This is an optimization exercise on Yosys and OpenROAD, whose aim is small area, not a production implementation.
RTL that was checked went through simulation tests only; none was proved equivalent to the original.
Function not checked in run 3: the RTL went through the layout flow alone.
Power and IR drop assume default switching activity.

==> flow/design.v <==
module eclsensor (clk, rst, txd, rxd, ir_tx, ir_rx, led);
	output [11:0] ir_tx;
	input [19:0] ir_rx;
	output led;
	input clk;
	input rst;
	output reg txd;
	input rxd;
	assign led = 1'b0;
	reg [2:0] pre;
	reg [1:0] bdiv;
	reg [5:0] mdiv;
	wire pre_end = pre[2] && pre[1];               
	wire modulation_edge = pre_end && mdiv[5] && mdiv[3:1] == 3'b111;   
	always @(posedge clk)
		if (rst) begin
			pre <= 3'd0;
			bdiv <= 2'd0;
			mdiv <= 6'd0;
		end else begin
			pre <= pre_end ? 3'd0 : pre + 1'b1;
			if (pre_end) begin
				bdiv <= bdiv + 1'b1;
				mdiv <= (mdiv[5] && mdiv[3:1] == 3'b111) ? 6'd0 : mdiv + 1'b1;
			end
		end
	wire baud_edge = pre == 3'd0 && bdiv == 2'd0;
	reg modulation_state;
	always @(posedge clk)
		if (rst)
			modulation_state <= 1'b0;
		else if (modulation_edge)
			modulation_state <= !modulation_state;
	reg text_busy;
	reg [7:0] cnt;
	wire [6:0] ci = cnt[6:0];
	wire state_tx_modulating = cnt < 8'd190;
	wire state_tx_end = modulation_edge && cnt[7:5] == 3'b111 && cnt[2];   
	reg [3:0] tx_num;
	wire tx_num_12 = tx_num[3] && tx_num[2];         
	always @(posedge clk)
		if (rst)
			tx_num <= 4'd12;
		else if (state_tx_end)
			tx_num <= tx_num_12 ? 4'd1 : tx_num + 1'b1;
	reg ir_on;
	always @(posedge clk)
		ir_on <= !rst && state_tx_modulating && !text_busy && modulation_state;
	wire [3:0] t = tx_num;
	assign ir_tx[0]  = ir_on &&  t[3] &&  t[2];
	assign ir_tx[1]  = ir_on && !t[3] && !t[2] && !t[1] &&  t[0];
	assign ir_tx[2]  = ir_on && !t[3] && !t[2] &&  t[1] && !t[0];
	assign ir_tx[3]  = ir_on && !t[3] && !t[2] &&  t[1] &&  t[0];
	assign ir_tx[4]  = ir_on && !t[3] &&  t[2] && !t[1] && !t[0];
	assign ir_tx[5]  = ir_on && !t[3] &&  t[2] && !t[1] &&  t[0];
	assign ir_tx[6]  = ir_on && !t[3] &&  t[2] &&  t[1] && !t[0];
	assign ir_tx[7]  = ir_on && !t[3] &&  t[2] &&  t[1] &&  t[0];
	assign ir_tx[8]  = ir_on &&  t[3] && !t[2] && !t[1] && !t[0];
	assign ir_tx[9]  = ir_on &&  t[3] && !t[2] && !t[1] &&  t[0];
	assign ir_tx[10] = ir_on &&  t[3] && !t[2] &&  t[1] && !t[0];
	assign ir_tx[11] = ir_on &&  t[3] && !t[2] &&  t[1] &&  t[0];
	reg [3:0] bs;
	reg dbit;             
	wire req = text_busy && bs == 4'd0;
	wire line_end = req && ci[6] && ci[4] && ci[1];    
	wire is_letter = ci == 7'd0;
	wire [7:0] ch = !text_busy ? 8'h0a : {4'h4, tx_num};
	reg bitval;
	always @(*)
		case (bs)
			4'd1: bitval = 1'b0;
			4'd2: bitval = ch[0];
			4'd3: bitval = ch[1];
			4'd4: bitval = ch[2];
			4'd5: bitval = ch[3];
			4'd6: bitval = ch[4];
			4'd7: bitval = ch[5];
			4'd8: bitval = ch[6];
			4'd9: bitval = ch[7];
			default: bitval = 1'b1;
		endcase
	wire digit_data = text_busy && !is_letter && bs != 4'd1 && !(bs[3] && bs[1]) && bs != 4'd0;
	always @(posedge clk)
		if (rst) begin
			bs <= 4'd0;
			txd <= 1'b0;
		end else begin
			if (baud_edge)
				txd <= !(digit_data ? dbit : bitval);
			if (req)
				bs <= 4'd1;
			else if (baud_edge && bs != 4'd0)
				bs <= (bs[3] && bs[1]) ? 4'd0 : bs + 1'b1;     
		end
	always @(posedge clk)
		if (rst)
			text_busy <= 1'b0;
		else if (!text_busy)
			text_busy <= state_tx_end;
		else if (line_end)
			text_busy <= 1'b0;
	always @(posedge clk)
		if (rst || state_tx_end || line_end)
			cnt <= 8'd0;
		else if (text_busy ? baud_edge && bs[3] && bs[1] : modulation_edge)
			cnt <= cnt + 1'b1;
	wire cnt_en = !text_busy && !state_tx_end;
	wire lclr = text_busy && line_end;
	reg [3:0] ptr;
	reg h;
	reg clr;
	wire ptr_end = ptr[3] && ptr[0];                
	always @(posedge clk)
		if (rst || lclr) begin
			ptr <= 4'd0;
			h <= 1'b0;
			clr <= 1'b1;
		end else begin
			ptr <= ptr_end ? 4'd0 : ptr + 1'b1;
			if (ptr_end) begin
				h <= !h;
				if (h)
					clr <= 1'b0;
			end
		end
	wire keep = !(rst || lclr);
	wire cnt_en_r = cnt_en || rst;
	reg [4:0] lcnt [0:19];
	genvar ri;
	generate
		for (ri = 0; ri < 20; ri = ri + 1) begin: rx
			wire ev = cnt_en_r && !ir_rx[ri];
			always @(posedge clk)
				lcnt[ri] <= (lcnt[ri] & {5{keep}}) + ev;
		end
	endgenerate
	reg [11:0] ring [0:19];
	reg [4:0] loc_e, loc_o;
	integer j;
	always @(*) begin
		loc_e = 5'd0;
		loc_o = 5'd0;
		for (j = 0; j < 10; j = j + 1) begin
			loc_e = loc_e | (lcnt[2 * j] & {5{ptr == j}});
			loc_o = loc_o | (lcnt[2 * j + 1] & {5{ptr == j}});
		end
	end
	wire [4:0] loc0 = h ? loc_o : loc_e;    
	wire l10 = h ? loc_e[4] : loc_o[4];     
	wire l0 = loc0[4];
	integer k;
	always @(posedge clk) begin
		for (k = 0; k < 19; k = k + 1)
			if (k != 9)
				ring[k] <= ring[k + 1];
		ring[19] <= {clr ? 11'd0 : ring[0][11:1] + (ring[0][0] && !l0), l0};
		ring[9] <= {ring[10][11:1] + (ring[10][0] && !l10), l10};
	end
	wire [15:0] word = {ring[0], loc0[3:0]};
	reg [3:0] nyb;
	always @(*)
		case (ci[1:0])
			2'd0: nyb = word[15:12];
			2'd1: nyb = word[11:8];
			2'd2: nyb = word[7:4];
			default: nyb = word[3:0];
		endcase
	wire zero_digit = ci[6] && ci[4];
	wire [3:0] n = zero_digit ? 4'd0 : nyb;
	wire alpha = n[3] && (n[2] || n[1]);
	wire [7:0] dch = alpha ? {4'h6, n - 4'd9} : {4'h3, n};
	reg dsel;
	always @(*)
		case (bs[2:0])
			3'd2: dsel = dch[0];
			3'd3: dsel = dch[1];
			3'd4: dsel = dch[2];
			3'd5: dsel = dch[3];
			3'd6: dsel = dch[4];
			3'd7: dsel = dch[5];
			3'd0: dsel = dch[6];    
			default: dsel = dch[7];  
		endcase
	always @(posedge clk)
		if (zero_digit || {ptr, h} == ci[6:2])
			dbit <= dsel;
endmodule
==> flow/flow/run.sh <==
#!/bin/bash
# Standard ORFS layout with two changes: clock tree synthesis without dummy
# load cells and with small clock buffers, and the smallest buffer on ports.
set -euo pipefail
export CTS_ARGS="-sink_clustering_enable -repair_clock_nets -dont_use_dummy_load -buf_list sky130_fd_sc_hd__clkbuf_4 -sink_clustering_size 10 -sink_clustering_max_diameter 40"
export BUFFER_PORTS_ARGS="-buffer_cell sky130_fd_sc_hd__buf_1"
bash standard.sh > standard.log 2>&1
==> flow/standard.sh <==
#!/bin/bash
# synth_recipe.tcl (not shown) runs the flow's synth.tcl, then flattens the netlist and writes it again
# the make line also repeats each setting of config.mk as NAME=value (left out here)
make -C /OpenROAD-flow-scripts/flow DESIGN_CONFIG=/design/flow/config.mk WORK_HOME=/design/flow/orfs CLKGATE_MAP_FILE= SYNTH_SCRIPT=/design/flow/synth_recipe.tcl "${@:-finish}"
==> flow/config.mk <==
export PLATFORM = sky130hd
export DESIGN_NAME = eclsensor
export DESIGN_NICKNAME = eclsensor
export VERILOG_FILES = /design/flow/design.v
export SDC_FILE = /design/flow/constraint.sdc
export NUM_CORES = 4
export LEC_CHECK = 0
export CAP_MARGIN = 20
export CORE_MARGIN = 2
export CORE_UTILIZATION = 65
export PLACE_DENSITY = 0.8
export SLEW_MARGIN = 20
==> flow/constraint.sdc <==
create_clock -name core_clock -period 10.0 [get_ports {clk}]
set_input_delay 2.0000 -clock core_clock [delete_from_list [all_inputs] [get_ports {clk}]]
set_output_delay 2.0000 -clock core_clock [all_outputs]
set_load 0.01 [all_outputs]
==> out/results.ini, run 1 <==
[outcome]
status=timing/DRC/antenna clean

[worst_setup_path]
crit_arrival_ns=1.81
path_class=flip-flop to primary output
required_ns=8.00
crit_path_max_fanout=9
worstSetupEndpoint=ir_tx[3]
crit_chain=or3b_2 > nor2_1 > buf_1
r2r_slack_ns=6.48
critical_path.max_stage_delay_ns=0.53
cp_slowest_cell=or3b_2
reg2regPathDepth=12
crit_path_start_kind=flip-flop
critPathCaptureType=primary output
worstSetupStartpoint=tx_num[2]$_SDFFE_PP1P_
timing.rr.start=ptr[0]$_SDFF_PP0_
r2r_end=ring[19][11]$_SDFF_PP0_

[logic_synthesis]
synthesis.area_mm2=0.0122
seq_area_frac_synth_pct=61.9
ys_seq_elements=378
ys.flop_type=dfxtp_1
syn_inst=1089
synth_edf_count=1
synth.avg_cell_area_um2=11.2
synth_warnings=3
synth_nets=1176
yosysUniqueCellTypes=67
async_flop_share_pct=0

[clocking]
hold_buffers=0
cts-root-buf=clkbuf_4
cts_buffers=46
post_cts_resize_count=0
cts_tree=done
cts_setup_buffers=0
clk_latency_ns=0.67
clk_path_buf_depth=3
cts_num_sinks=378
h-tree-depth=2
clk_transition_reported_paths_ns=0.09

[route]
wl_um=21100
drcViolationCount=0
drtIter0Drc=415
first_pass_iters=6
post_drt_wl_per_cell_um=15.4
ant_nets=0
num_vias=7555
viasPerCell=5.52

[pwr]
power.density_mw_per_mm2=180
p_leak_nw=5.04
ir_drop_mv=0.133
swShare_pct=22.4
comb_power_share_pct=4.3
power_frac_seq_pct=67.8
switchingPower_mw=0.519
p_total_mw=2.32
p_int_mw=1.80
clockPowerShare_pct=27.9

[flow_run]
max-cap-violations=0

[cells_and_area]
final_layout_size_suffix_gt1_share_pct=6.01
design_area_mm2=0.0128
final_nets=1221
syn_to_final_growth_pct=4.92

[die]
rows=50
die-area_mm2=0.0200
core-area_mm2=0.0186
die_h_um=141
start_util_pct=65.9
fp.dieW_um=141
ios=37

[global_routing]
grt_pass1_vias=7358
grt-ovfl-total=0
grt_max_degree=46
grt.total_usage_pct=21.5
grt_pass1_wl_um=34800
antenna_found_initial=1

[timing]
fin_crit_ns=3.81
rsz0062_at_grt=false
fmax_mhz=263
worst_pin_slew_ns=1.00
finalClockSkew_ns=0.0707
min_period_over_period_pct=38.1
hold_slack_ns=0.268
fin_tns_setup_ns=0
slew_viol_final=0
maxSlewHeadroom_pct=33.3
hold_viol=0
setup_viol=0

[place]
dpl_cell_area_mm2=0.0125
hpwl_um=14200
port_buffers=34
gp_congestion=0.841

[hold_path]
min_path_type=flip-flop to flip-flop

flip-flops by register name (all words and copies together), names as in the netlist, 2 cells and up:
signal  cells
ring      240
bdiv        2
lcnt      100
cnt         8
pre         3
bs          4
ptr         4
tx_num      4
mdiv        6
layout by cell type, fill, tap and decap left out, drive strengths merged, types with 3 or more instances in the layout:
cell and n:
a211oi 9, a21oi 34, a222oi 6, a22o 5, a22oi 25, a31oi 10
and2 42, and3 12, and4 4, buf 41, clkbuf 46, dfxtp 377
ha 64, inv 20, mux2i 7, nand2 62, nand2b 8, nand3 63
nand3b 7, nand4 6, nor2 111, nor2b 6, nor3 8, nor3b 3
nor4 4, o21ai 22, or3 4, xnor2 35, xor2 57
Yosys cell counts, drive strengths merged (9+ instances only):
cell / count / area share, %
a211oi: 9 / 0.59
a21oi: 34 / 1.4
a22oi: 25 / 1.5
a31oi: 10 / 0.51
and2: 42 / 2.1
and3: 12 / 0.65
buf: 25 / 1.3
clkbuf: 19 / 0.58
dfxtp: 377 / 62
ha: 64 / 6.5
inv: 20 / 0.61
nand2: 62 / 1.9
nand3: 63 / 2.6
nor2: 111 / 3.4
o21ai: 22 / 0.93
xnor2: 35 / 2.5
xor2: 57 / 4.1
metrics by stage:
| step | instances | util [%] | worst slack, ns |
|---|---|---|---|
| after detailed placement | 1320 | 67.3 | 5.65 |
| after floorplan | 1089 | - | 6.48 |
| after CTS | 1366 | 69.1 | 6.14 |
| final | 1368 | 69.1 | 6.19 |
| after global placement | 1320 | 67.3 | 5.66 |
| after global routing | 1367 | 69.1 | 6.09 |
worst min-delay path by stage:
stage                              start                    to  slack (ns)  cells after the start
global placement      ring[9][2]$_DFF_P_    ring[8][2]$_DFF_P_        0.31                      0
global route        ring[14][11]$_DFF_P_  ring[13][11]$_DFF_P_        0.25                      0
CTS                 ring[17][11]$_DFF_P_  ring[16][11]$_DFF_P_        0.26                      0
finish              ring[14][11]$_DFF_P_  ring[13][11]$_DFF_P_        0.27                      0
detailed placement   ring[1][10]$_DFF_P_   ring[0][10]$_DFF_P_        0.31                      0
floorplan             ring[1][0]$_DFF_P_    ring[0][0]$_DFF_P_        0.31                      0
worst max-delay path, delay by kind of cell (launching register included):
kind	cells	cell delay, ns
buf+inv	1	0.16
flops	1	0.39
simple gates	2	0.66
power by group through the flow:
stage / combinational (mW) / clock, mW / sequential, mW
floorplan: 0.0773 / 0 / 1.60
global placement: 0.0945 / 0 / 1.60
detailed placement: 0.0994 / 0 / 1.61
CTS: 0.100 / 0.674 / 1.57
global route: 0.113 / 0.732 / 1.58
finish: 0.0998 / 0.646 / 1.57
area by class of cell:
cell class              count  area, µm²
flip-flops and latches    378       7580
fillers                  1419       5730
multi-input cells         647       4370
clock buffers              46        345
well taps                 234        293
repair buffers             41        180
inverters                  20       75.1
diodes                      2       5.00
cell families after synthesis:
group	synth area share (%)
xor+xnor	6.58
compound gates	7.86
other cells	0.0306
simple gates	13.9
buf+inv	2.54
mux	0.664
fa+ha+maj	6.54
flops	61.9
metal layers:
layer	routed length, µm	track usage, %	up-vias
met2	9410	33.3	197
met4	499	7.79	0
met1	10000	30.2	3550
met5	0	0	-
li1	-	-	3769
met3	1140	4.39	39
==> inputs of run 2 (changes only) <==
--- a/flow/config.mk
+++ b/flow/config.mk
@@ -6,7 +6,7 @@
 export NUM_CORES = 4
 export LEC_CHECK = 0
-export CAP_MARGIN = 20
+export CAP_MARGIN = 0
 export CORE_MARGIN = 2
 export CORE_UTILIZATION = 65
 export PLACE_DENSITY = 0.8
-export SLEW_MARGIN = 20
+export SLEW_MARGIN = 0
==> run 2 against run 1 <==
Still clean on timing, DRC and antenna; combinational power about the same; synthesized cell count unchanged; utilization unchanged; area after synthesis did not move; sequential share of layout area is the same; routed wire length stayed put; final cell count is the same; critical path type unchanged; critical endpoint unchanged; highest routed layer unchanged.
==> out/results.ini, run 2 <==
[logic_synthesis]
synthesis.area_mm2=0.0122  ; unchanged
ys_top_cells_by_area=dfxtp_1, ha_1, xor2_1
async_flop_share_pct=0  ; unchanged
synth_top_family_by_area=simple AND/OR/NAND/NOR gates
post_synth_and_or_nand_nor_area_fraction_pct=13.9  ; unchanged
synth_mux_area_share_pct=0.664  ; unchanged
ys.flop_type=dfxtp_1
synth_commonest_cells=dfxtp_1, nor2_1, ha_1, nand3_1, nand2_1
seq_area_frac_synth_pct=61.9  ; unchanged
yosysUniqueCellTypes=67  ; unchanged
synth_top_area_share_pct=61.6  ; unchanged
synth-compound-area-share_pct=7.86  ; unchanged
synth_xor_area_share_pct=6.58  ; unchanged
synth_nets=1176  ; unchanged
synthAdderAreaFrac_pct=6.54  ; unchanged
yosysTopAreaCell=dfxtp_1
syn_inst=1089  ; unchanged
ys_seq_elements=378  ; unchanged
synth_edf_count=1  ; unchanged
synth_warnings=3  ; unchanged
synth.avg_cell_area_um2=11.2  ; unchanged
synth_most_common_cell=dfxtp_1

[clocking]
cts_tree=done
cts_buffers=46  ; unchanged
hold_buffers=0  ; unchanged
clk_path_buf_depth=3  ; unchanged
clk_latency_ns=0.67  ; about the same
cts_num_sinks=378  ; unchanged
h-tree-depth=2  ; unchanged
cts-root-buf=clkbuf_4
clk_transition_reported_paths_ns=0.09  ; about the same
post_cts_resize_count=0  ; unchanged
cts_setup_buffers=0  ; unchanged

[place]
dpl_cell_area_mm2=0.0125  ; unchanged
port_buffers=34  ; unchanged
gp_congestion=0.841  ; unchanged
hpwl_um=14200  ; unchanged

[cells_and_area]
design_area_mm2=0.0128  ; unchanged
fin_util_pct=69.1  ; unchanged
n_fill_cell=1419  ; unchanged
regMostFlops=ring
ff_latch_area_mm2=0.00758  ; unchanged
layout_common_cells=dfxtp_1, nor2_1, ha_1
largest_register_ffs=240  ; unchanged
final_common_cell=dfxtp_1
multiInputGateArea_mm2=0.00437  ; unchanged
final_nets=1221  ; unchanged
reg.largest.list=ring (240), lcnt (100), cnt (8)
syn_to_final_growth_pct=4.92  ; unchanged
final_layout_size_suffix_gt1_share_pct=6.01  ; unchanged

[timing]
fmax_mhz=263  ; unchanged
rsz0062_at_grt=false
finalClockSkew_ns=0.0707  ; unchanged
worst_pin_slew_ns=1.00  ; unchanged
maxSlewHeadroom_pct=33.3  ; unchanged
fin_crit_ns=3.81  ; unchanged
slew_viol_final=0  ; unchanged
min_period_over_period_pct=38.1  ; unchanged
hold_viol=0  ; unchanged
setup_viol=0  ; unchanged
fin_tns_setup_ns=0  ; unchanged

[flow_run]
max-cap-violations=0  ; unchanged

[worst_setup_path]
timing.rr.start=ptr[0]$_SDFF_PP0_
reg2regPathDepth=12  ; unchanged
critPathCaptureType=primary output
crit_path_max_fanout=9  ; unchanged
required_ns=8.00  ; about the same
r2r_slack_ns=6.48  ; about the same
r2r_end=ring[19][11]$_SDFF_PP0_
path_class=flip-flop to primary output
crit_arrival_ns=1.81  ; about the same
crit_path_start_kind=flip-flop

[global_routing]
grt_pass1_vias=7358  ; unchanged
antenna_found_initial=1  ; unchanged
grt_pass1_wl_um=34800  ; unchanged
grt_max_degree=46  ; unchanged
grt.total_usage_pct=21.5  ; unchanged
grt-ovfl-total=0  ; unchanged

[pwr]
p_leak_nw=5.04  ; unchanged
p_total_mw=2.32  ; unchanged
ir_drop_mv=0.133  ; unchanged
power.density_mw_per_mm2=180  ; unchanged

[die]
fp.dieW_um=141  ; unchanged
ios=37  ; unchanged
core-area_mm2=0.0186  ; unchanged
rows=50  ; unchanged
start_util_pct=65.9  ; unchanged
die_h_um=141  ; unchanged
die-area_mm2=0.0200  ; unchanged

[outcome]
status=timing/DRC/antenna clean

[hold_path]
hold_end=ring[13][11]$_DFF_P_
holdPathStages=0  ; unchanged
min_path_type=flip-flop to flip-flop
hp-start=ring[14][11]$_DFF_P_

[route]
ant_nets=0  ; unchanged
viasPerCell=5.52  ; unchanged
drcViolationCount=0  ; unchanged
drtIter0Drc=415  ; unchanged
first_pass_iters=6  ; unchanged
wl_um=21100  ; unchanged
num_vias=7555  ; unchanged
post_drt_wl_per_cell_um=15.4  ; unchanged

## run 2: cell counts after synthesis
Identical to the previous run, type by type.
## run 2: logic make-up after synthesis
logic type,Yosys count
other cells,1
buf+inv,64
fa+ha+maj,64
simple gates,347
mux,8
flops,378
xor+xnor,92
compound gates,135
## run 2: stage by stage
step                setup slack [ns]  hold WS [ns]  std cells
floorplan                       6.48         0.310       1089
global placement                5.66         0.310       1320
detailed placement              5.65         0.312       1320
CTS                             6.14         0.258       1366
global route                    6.09         0.248       1367
finish                          6.19         0.268       1368
## run 2: per-layer routing
metal  track usage, %  vias to the layer above  part of all wire, %
met5                0                        -                    0
met4             7.79                        0                  2.4
li1                 -                     3769                    -
met2             33.3                      197                   45
met1             30.2                     3550                   48
met3             4.39                       39                  5.4
## run 2: layout make-up
type	instances	area share [%]
flip-flops and latches	378	59.0
multi-input cells	647	34.0
clock buffers	46	2.69
diodes	2	0.0390
well taps	234	2.28
repair buffers	41	1.40
inverters	20	0.584
## run 2: worst max-delay path by stage
| stage | from | slack [ns] | depth (start not counted) | to |
|---|---|---|---|---|
| 5_1_grt | tx_num[3]$_SDFFE_PP1P_ | 6.09 | 3 | ir_tx[1] |
| 3_3_place_gp | rst | 5.66 | 10 | lcnt[7][4]$_DFF_P_ |
| 3_5_place_dp | rst | 5.65 | 10 | lcnt[7][4]$_DFF_P_ |
| 4_1_cts | tx_num[2]$_SDFFE_PP1P_ | 6.14 | 3 | ir_tx[2] |
| 2_1_floorplan | rst | 6.48 | 8 | lcnt[4][4]$_DFF_P_ |
| 6_report | tx_num[2]$_SDFFE_PP1P_ | 6.19 | 3 | ir_tx[3] |
## run 2: where the power goes
group / total [mW] / leakage [nW] / switching (mW) / internal, mW
clock network: 0.646 / 0.212 / 0.434 / 0.212
registers: 1.57 / 3.06 / 0.0253 / 1.55
logic: 0.0998 / 1.76 / 0.0592 / 0.0405
## run 2: critical path, cell delays in order (launching register included)
cell     delay [ns]
dfxtp_1        0.39
or3b_2         0.53
nor2_1         0.13
buf_1          0.16
==> inputs of run 3 (changes only) <==
--- a/flow/design.v
+++ b/flow/design.v
@@ -36,5 +36,5 @@
 	wire [6:0] ci = cnt[6:0];
 	wire state_tx_modulating = cnt < 8'd190;
-	wire state_tx_end = modulation_edge && cnt[7:5] == 3'b111 && cnt[2];   
+	wire state_tx_end = modulation_edge && !text_busy && cnt[7:5] == 3'b111 && cnt[2];   
 	reg [3:0] tx_num;
 	wire tx_num_12 = tx_num[3] && tx_num[2];         
@@ -63,5 +63,5 @@
 	reg dbit;             
 	wire req = text_busy && bs == 4'd0;
-	wire line_end = req && ci[6] && ci[4] && ci[1];    
+	wire line_end = req && ci[6] && !ci[5] && ci[4] && ci[0];   
 	wire is_letter = ci == 7'd0;
 	wire [7:0] ch = !text_busy ? 8'h0a : {4'h4, tx_num};
@@ -101,8 +101,10 @@
 			text_busy <= 1'b0;
 	always @(posedge clk)
-		if (rst || state_tx_end || line_end)
+		if (rst)
 			cnt <= 8'd0;
-		else if (text_busy ? baud_edge && bs[3] && bs[1] : modulation_edge)
-			cnt <= cnt + 1'b1;
+		else if (state_tx_end)
+			cnt <= 8'd255;
+		else if (text_busy ? req : modulation_edge)
+			cnt <= line_end ? 8'd0 : cnt + 1'b1;
 	wire cnt_en = !text_busy && !state_tx_end;
 	wire lclr = text_busy && line_end;
@@ -120,6 +122,5 @@
 			if (ptr_end) begin
 				h <= !h;
-				if (h)
-					clr <= 1'b0;
+				clr <= 1'b0;
 			end
 		end
@@ -136,4 +137,15 @@
 	endgenerate
 	reg [11:0] ring [0:19];
+	wire [9:0] slot;
+	assign slot[0] = !ptr[3] && ptr[2:0] == 3'd0;
+	assign slot[1] = !ptr[3] && ptr[2:0] == 3'd1;
+	assign slot[2] = ptr[2:0] == 3'd2;
+	assign slot[3] = ptr[2:0] == 3'd3;
+	assign slot[4] = ptr[2:0] == 3'd4;
+	assign slot[5] = ptr[2:0] == 3'd5;
+	assign slot[6] = ptr[2:0] == 3'd6;
+	assign slot[7] = ptr[2:0] == 3'd7;
+	assign slot[8] = ptr[3] && !ptr[0];
+	assign slot[9] = ptr[3] && ptr[0];
 	reg [4:0] loc_e, loc_o;
 	integer j;
@@ -142,6 +154,6 @@
 		loc_o = 5'd0;
 		for (j = 0; j < 10; j = j + 1) begin
-			loc_e = loc_e | (lcnt[2 * j] & {5{ptr == j}});
-			loc_o = loc_o | (lcnt[2 * j + 1] & {5{ptr == j}});
+			loc_e = loc_e | (lcnt[2 * j] & {5{slot[j]}});
+			loc_o = loc_o | (lcnt[2 * j + 1] & {5{slot[j]}});
 		end
 	end
@@ -154,6 +166,6 @@
 			if (k != 9)
 				ring[k] <= ring[k + 1];
-		ring[19] <= {clr ? 11'd0 : ring[0][11:1] + (ring[0][0] && !l0), l0};
-		ring[9] <= {ring[10][11:1] + (ring[10][0] && !l10), l10};
+		ring[19] <= clr ? 12'd0 : {ring[0][11:1] + (ring[0][0] && !l0), l0};
+		ring[9] <= clr ? 12'd0 : {ring[10][11:1] + (ring[10][0] && !l10), l10};
 	end
 	wire [15:0] word = {ring[0], loc0[3:0]};
@@ -168,6 +180,12 @@
 	wire zero_digit = ci[6] && ci[4];
 	wire [3:0] n = zero_digit ? 4'd0 : nyb;
-	wire alpha = n[3] && (n[2] || n[1]);
-	wire [7:0] dch = alpha ? {4'h6, n - 4'd9} : {4'h3, n};
+	reg [7:0] dch;        
+	always @(*)
+		case (n)
+			4'd0: dch = "0";   4'd1: dch = "1";   4'd2: dch = "2";   4'd3: dch = "3";
+			4'd4: dch = "4";   4'd5: dch = "5";   4'd6: dch = "6";   4'd7: dch = "7";
+			4'd8: dch = "8";   4'd9: dch = "9";   4'd10: dch = "a";  4'd11: dch = "b";
+			4'd12: dch = "c";  4'd13: dch = "d";  4'd14: dch = "e";  default: dch = "f";
+		endcase
 	reg dsel;
 	always @(*)
==> flow/flow/run.sh (replaced) <==
#!/bin/bash
# Standard ORFS layout with two changes: clock tree synthesis without dummy
# load cells and with small clock buffers, and the smallest buffer on ports.
set -euo pipefail
export CTS_ARGS="-sink_clustering_enable -repair_clock_nets -dont_use_dummy_load -buf_list sky130_fd_sc_hd__clkbuf_4 -sink_clustering_size 12 -sink_clustering_max_diameter 40"
export BUFFER_PORTS_ARGS="-buffer_cell sky130_fd_sc_hd__buf_1"
bash standard.sh > standard.log 2>&1
--- a/flow/config.mk
+++ b/flow/config.mk
@@ -6,7 +6,7 @@
 export NUM_CORES = 4
 export LEC_CHECK = 0
-export CAP_MARGIN = 0
+export CAP_MARGIN = 20
 export CORE_MARGIN = 2
-export CORE_UTILIZATION = 65
-export PLACE_DENSITY = 0.8
-export SLEW_MARGIN = 0
+export CORE_UTILIZATION = 45
+export PLACE_DENSITY = 0.6
+export SLEW_MARGIN = 20
==> run 3 against run 2 <==
Still clean; total power fell by 0.25%; non-clock buffer count stayed put; clock power grew 3%; worst hold slack gained 0.0062 ns; area after synthesis rose by 1.2%; first-iteration DRC count down 12%; via count up 0.28%; sequential cell count stayed put; routed wire length rose by 5.0%; synthesized cell count grew 3.1%; worst setup slack got worse by 0.20 ns; largest cell class unchanged.
==> out/results.ini, run 3 <==
[outcome]
status=timing/DRC/antenna clean

[pwr]
ir_drop_mv=0.0858  ; -35%
p_int_mw=1.79  ; -0.42%
p_total_mw=2.31  ; -0.25%
comb_power_share_pct=3.7  ; -0.6 points
p_leak_nw=5.06  ; +0.46%
power.density_mw_per_mm2=176  ; -2.4%
clockPowerShare_pct=28.7  ; +0.8 points
switchingPower_mw=0.520  ; +0.33%
power_frac_seq_pct=67.6  ; -0.2 points
swShare_pct=22.5  ; +0.13 points

[cells_and_area]
multiInputGateArea_mm2=0.00452  ; +3.5%
n_fill_cell=2505  ; +77%
syn_to_final_growth_pct=5.93
largest_register_ffs=240  ; unchanged
final_common_cell=dfxtp_1
final_layout_size_suffix_gt1_share_pct=6.72  ; +0.71 points
ff_latch_area_mm2=0.00758  ; unchanged
reg.largest.list=ring (240), lcnt (100), cnt (8)
regMostFlops=ring
final_nets=1253  ; +2.6%
layout_common_cells=dfxtp_1, nor2_1, nand3_1
fin_util_pct=48.6  ; -21 points

[logic_synthesis]
synth_top_area_share_pct=60.9  ; -0.75 points
synth_mux_area_share_pct=1.16  ; +0.50 points
syn_inst=1123  ; +3.1%
synthAdderAreaFrac_pct=6.76  ; +0.22 points
ys_seq_elements=378  ; unchanged
synth_most_common_cell=dfxtp_1
synth_xor_area_share_pct=6.01  ; -0.57 points
synth_warnings=3  ; unchanged
yosysUniqueCellTypes=77  ; +15%
seq_area_frac_synth_pct=61.1  ; -0.76 points
synth_top_family_by_area=simple AND/OR/NAND/NOR gates
synth.avg_cell_area_um2=11.0  ; -1.8%
synth_nets=1213  ; +3.1%
synth-compound-area-share_pct=7.07  ; -0.79 points
post_synth_and_or_nand_nor_area_fraction_pct=15.3  ; +1.4 points
async_flop_share_pct=0  ; unchanged
yosysTopAreaCell=dfxtp_1
synthesis.area_mm2=0.0124  ; +1.2%
ys_top_cells_by_area=dfxtp_1, ha_1, xor2_1
synth_edf_count=1  ; unchanged
synth_commonest_cells=dfxtp_1, nor2_1, nand3_1, ha_1, nand2_1
ys.flop_type=dfxtp_1

[hold_path]
min_path_type=flip-flop to flip-flop

[clocking]
post_cts_resize_count=0  ; unchanged
hold_buffers=0  ; unchanged
cts-root-buf=clkbuf_4
cts_tree=done
clk_transition_reported_paths_ns=0.11  ; +0.02 ns
cts_setup_buffers=0  ; unchanged
cts_buffers=47  ; +2.2%
cts_num_sinks=378  ; unchanged
clk_latency_ns=0.69  ; +0.02 ns
clk_path_buf_depth=3  ; unchanged
h-tree-depth=2  ; unchanged

[timing]
min_period_over_period_pct=40.0  ; +2.0 points
fmax_mhz=250  ; -4.9%
setup_viol=0  ; unchanged
fin_crit_ns=4.00  ; +0.196 ns
slew_viol_final=0  ; unchanged
maxSlewHeadroom_pct=34.6  ; +1.4 points
rsz0062_at_grt=false
hold_viol=0  ; unchanged
finalClockSkew_ns=0.100  ; +0.0293 ns
fin_tns_setup_ns=0  ; unchanged
worst_pin_slew_ns=0.979  ; -0.0216 ns

[place]
port_buffers=34  ; unchanged
hpwl_um=14600  ; +3.1%
gp_congestion=0.784  ; -6.8%

[worst_setup_path]
required_ns=10.34  ; +2.34 ns
crit_family=simple AND/OR/NAND/NOR gates
critPathBufInv=3  ; +2
path_class=flip-flop to flip-flop
crit_path_max_fanout=20  ; +11
critical_path.max_stage_delay_ns=0.82  ; +0.29 ns
cp_slowest_cell=dfxtp_1
crit_chain=inv_1 > ha_1 > buf_4 > a22oi_1 > o211ai_1 > nor4_2 > nor4_4 > inv_1 > ha_1 > a221oi_1 > a211oi_1 > or4b_1
crit_path_start_kind=flip-flop
crit_arrival_ns=4.34  ; +2.53 ns
critPathCaptureType=flip-flop

[route]
viasPerCell=5.04  ; -8.7%
ant_nets=0  ; unchanged
num_vias=7576  ; +0.28%
drcViolationCount=0  ; unchanged
drtIter0Drc=367  ; -12%
post_drt_wl_per_cell_um=14.7  ; -4.4%
first_pass_iters=4  ; -2
wl_um=22200  ; +5.0%

[die]
start_util_pct=45.9  ; -20 points
ios=37  ; unchanged
core-area_mm2=0.0270  ; +45%
die_h_um=170  ; +20%
fp.dieW_um=170  ; +20%
rows=60  ; +20%
die-area_mm2=0.0289  ; +45%

[global_routing]
grt_max_degree=63  ; +37%
grt.total_usage_pct=15.7  ; -5.8 points
grt-ovfl-total=0  ; unchanged
grt_pass1_vias=7104  ; -3.5%
grt_pass1_wl_um=36100  ; +3.7%
antenna_found_initial=1  ; unchanged

[flow_run]
max-cap-violations=0  ; unchanged

## run 3: changes by cell type after synthesis, sizes merged, moves of 4 or more
cell	change
a31oi	-6
mux2	+7
buf	-4
xor2	-4
and2	+4
nand3	+6
a211oi	-7
a22oi	-8
nor2	+13
clkbuf	+10
nor3	+13
nand2	+6
## run 3: worst paths after layout
kind                                      startpoint              endpoint  slack, ns  cells past startpoint
worst min register to register  ring[13][11]$_DFF_P_  ring[12][11]$_DFF_P_       0.27                      0
worst max-delay path               ptr[0]$_SDFF_PP0_        dbit$_DFFE_PP_       6.00                     12
worst max register to register     ptr[0]$_SDFF_PP0_        dbit$_DFFE_PP_       6.00                     12
worst min-delay path            ring[13][11]$_DFF_P_  ring[12][11]$_DFF_P_       0.27                      0
## run 3: power by group through the flow
stage	Combinational (mW)	Clock, mW	Sequential, mW
2_1_floorplan	0.0671	0	1.59
3_3_place_gp	0.0844	0	1.60
3_5_place_dp	0.0876	0	1.60
4_1_cts	0.0882	0.698	1.56
5_1_grt	0.101	0.759	1.57
6_report	0.0860	0.663	1.56
## run 3: cell type report
type                       count  share of cell area, %
antenna                        1                 0.0191
clock buffer                  47                   2.69
inverter                      18                  0.515
multi-input combinational    677                   34.5
sequential                   378                   57.7
tap                          341                   3.25
timing repair buffer          41                   1.37
## run 3: cell families after synthesis
family | Yosys count
AO/OA/AOI/OAI | 128
multiplexers | 13
other | 1
adder cells (fa/ha/maj) | 67
AND/OR/NAND/NOR | 383
flip-flops | 378
XOR/XNOR | 85
buffers and inverters | 68
## run 3: layer usage
metal  track usage (%)  wire length [µm]  share of wire [%]
met2              23.9              9450                 43
met4              5.54               564                2.5
met1              22.2             11200                 51
met5                 0                 0                  0
met3              3.30               912                4.1
## run 3: worst register-to-register path: cells and delay by family (launching register included)
| family | cells | cell delay (ns) |
|---|---|---|
| DFF | 1 | 0.82 |
| and+or+nand+nor | 3 | 1.15 |
| buffers and inverters | 3 | 0.46 |
| AOI/OAI and AO/OA | 4 | 0.82 |
| adders and majority gates | 2 | 0.48 |
## run 3: per-stage QoR
| stage | instances | setup WS [ns] | hold slack [ns] | area (µm²) |
|---|---|---|---|---|
| floorplan | 1123 | 6.57 | 0.310 | 12400 |
| global placement | 1455 | 5.97 | 0.309 | 12800 |
| detailed placement | 1455 | 5.96 | 0.312 | 12800 |
| CTS | 1502 | 6.02 | 0.287 | 13100 |
| global route | 1503 | 5.72 | 0.259 | 13100 |
| finish | 1503 | 6.00 | 0.274 | 13100 |

## re-timing with driven ports
The flow's constraints put no driver on any port. The routed layouts listed below were extracted and timed again, unchanged, in two steps.
Step 1: set_driving_cell puts a clkbuf_16 on clk and a buf_2 on each other input, an assumption about the parent block.
Step 2 also shifts input and output timing later by t, the mid clock arrival at the registers, as if the neighbouring blocks saw the same clock.
Three values: ideal, step 1, step 2; two values: the first two.
| run | t (ns) | setup WS [ns] | hold slack, ns | worst data-port slew with drivers (ns) | cell pins on the clock port's net |
|---|---|---|---|---|---|
| run 1 | 0.672 | 6.193 / 6.152 / 5.613 | 0.268 / 0.268 / 0.268 | 0.03 | 1 |
| run 2 | 0.672 | 6.193 / 6.152 / 5.613 | 0.268 / 0.268 / 0.268 | 0.03 | 1 |
| run 3 | 0.684 | 5.997 / 5.997 / 5.963 | 0.274 / 0.274 / 0.274 | 0.03 | 1 |
After both steps setup and hold are still met in every run listed.
